This design comes from an exercise in tuning for small area on the open sky130 flow, not from production work.
Function was checked by simulation only, so behaviour that the tests miss may differ from the original.
Power figures rest on the tool's default switching activity, not on a simulated workload.

Setup of north:
==> flow/design.v (excerpt) <==
module top_leds(
  input         clk,
  input         reset,
  input  [76:0] str,
  input         new_string,
  output [15:0] ledsOut
);
  wire [6:0] efect = str[76:70];
  wire load_e = (efect == 7'd51);
  wire efect0 = !((efect == 7'd49) | (efect == 7'd50) | (efect == 7'd51) |
                  (efect == 7'd52) | (efect == 7'd53));
  reg [9:0] rc;
  wire r_idle  = ~|rc;
  wire r_check = &rc;
  always @(posedge clk) begin
    if (reset) rc <= 10'd0;
    else if (r_check) begin
      if (new_string) rc <= 10'd0;
    end else if (r_idle & new_string) rc <= 10'h135;
    else rc <= {rc[8:0], rc[9] ^ rc[6]};
  end
  wire run_efect = r_check;
  wire stable = r_check & ~new_string;    
  reg started, first_buf;
  always @(posedge clk) begin
    if (reset) started <= 1'b0;
    else if (r_idle & new_string) started <= 1'b1;
  end
  always @(posedge clk) begin
    if (r_idle & new_string) first_buf <= ~started;
  end
  reg [4:0] dv;
  wire tick = &dv;
  wire done_crt, new_col;
  localparam S_START = 3'd0, S_1 = 3'd1, S_2 = 3'd2, S_3 = 3'd3, S_4 = 3'd4,
             S_5 = 3'd5, S_3F = 3'd7;
  reg [2:0] cs, nst;
  reg add_1, add_2, reset_1, reset_2, load_crt, reset_new, load_led, rst;
  reg [2:0] vuelta;
  reg [3:0] T;
  wire top_1 = vuelta[2] & ~vuelta[1];    
  always @(*) begin
    add_1 = 1'b0; add_2 = 1'b0; reset_1 = 1'b0; reset_2 = 1'b0;
    load_crt = 1'b0; reset_new = 1'b0; load_led = 1'b0; rst = 1'b0;
    nst = S_START;
    case (cs)
      S_START: begin
        reset_1 = 1'b1; reset_2 = 1'b1; reset_new = 1'b1; rst = 1'b1;
        nst = ((load_e | efect0) & run_efect) ? S_1 : S_START;
      end
      S_1: begin
        load_crt = 1'b1; reset_new = 1'b1;
        nst = S_2;
      end
      S_2: begin
        if (new_col) nst = efect0 ? S_3F : S_3;
        else if (done_crt) nst = efect0 ? S_1 : S_4;
        else nst = S_2;
      end
  ...
For scale: roughly 870 cells after synthesis, roughly 68 flip-flops, ~96 I/O pins, about 0.0057 mm² of cells after synthesis.
clock: 10.0 ns
lec_check: 0
abc_area: 1
cap_margin: 20
core_margin: 2
core_utilization: 50
cts_buf_list: sky130_fd_sc_hd__clkbuf_8
cts_cluster_size: 24
gpl_timing_driven: 0
slew_margin: 20
synth_memory_max_bits: 65536
standard.sh (not shown) runs the stock make flow with config.mk's settings and CLKGATE_MAP_FILE= SYNTH_SCRIPT=/design/flow/synth_recipe.tcl, a recipe that flattens the netlist after the stock synthesis.
==> flow/flow/run.sh <==
#!/bin/bash
# Own layout flow: the standard flow (standard.sh) with two changes.
#  1. Synthesis is the standard synthesis script, except that its one
#     technology-mapping ABC call runs flow/abc_area_deep.script (deep AIG
#     optimisation, then area-only mapping) instead of ORFS's abc_area.script.
#     Registers come from the same Yosys steps, so they are the standard ones.
#     Yosys's extract_fa is skipped too, so ABC maps the few counters as
#     plain logic instead of fixed half-adder cells.
#  2. Port buffers use the smallest buffer cell, sky130_fd_sc_hd__buf_1.
#  3. Clock tree synthesis uses clkbuf_8 buffers and no dummy loads.
# Each step's output goes to a log file of its own in the work folder (and
# ORFS's own per-step logs stay under orfs/logs/).
set -euo pipefail
W=$(pwd)
F=$W/flow
{
  echo "proc abc {args} {"
  echo "  set i [lsearch -exact \$args -script]"
  echo "  if {\$i >= 0} { lset args [expr {\$i + 1}] {$F/abc_area_deep.script} }"
  echo "  yosys abc {*}\$args"
  echo "}"
  echo "proc extract_fa {args} {}"
  cat "$W/synth_recipe.tcl"
} > "$W/own_synth.tcl"
bash "$W/standard.sh" SYNTH_SCRIPT="$W/own_synth.tcl" synth > "$W/log_1_synth.txt" 2>&1
export BUFFER_PORTS_ARGS="-buffer_cell sky130_fd_sc_hd__buf_1"
export CTS_ARGS="-sink_clustering_enable -repair_clock_nets -buf_list sky130_fd_sc_hd__clkbuf_8 -sink_clustering_size 24 -dont_use_dummy_load"
bash "$W/standard.sh" finish > "$W/log_2_layout.txt" 2>&1
==> flow/flow/abc_area_deep.script <==
strash
&get -n
&deepsyn -T 600
&put
dch
amap
topo
diff inputs: north => south
==> flow/flow/abc_area_deep.script <==
strash
&get -n
&deepsyn -T 900
&put
dch
amap
topo
## What came out
south: all stages complete, timing, DRC and antenna checks passed
For north, the timing startpoint of the critical path was rreg[2], unlike south, where it was rreg[1].
Status: die span in x parity (south, north)
south against north: area of the die went down by 0.34%; compound-gate portion of the synthesized area went down by 2.0 points; total sequential power was more or less identical.

-- afterwards: timing with drivers on the ports --
No port has a modelled driver above. Below, the same layouts with a new extraction and two added sets of constraints.
Step 1 (the two cells are an assumption about what drives the block):
set clk [get_ports {clk}]
set_driving_cell -lib_cell sky130_fd_sc_hd__clkbuf_16 $clk
set_driving_cell -lib_cell sky130_fd_sc_hd__buf_2 [delete_from_list [all_inputs] $clk]
Step 2 adds t to the input delays and takes it off the output delays; t is the mean of the earliest and latest rising clock arrival at the registers after step 1. Input paths then give back, and output paths get back, about the clock's delay inside the block.
Three values: ideal, step 1, step 2; two values: the first two.
run	t (ns)	setup WS [ns]	worst hold slack (ns)
north	0.406	1.003 / 1.003 / 1.003	0.455 / 0.455 / 0.455
south	0.375	1.620 / 1.620 / 1.620	0.455 / 0.455 / 0.455
After both steps every run listed still meets setup and hold.
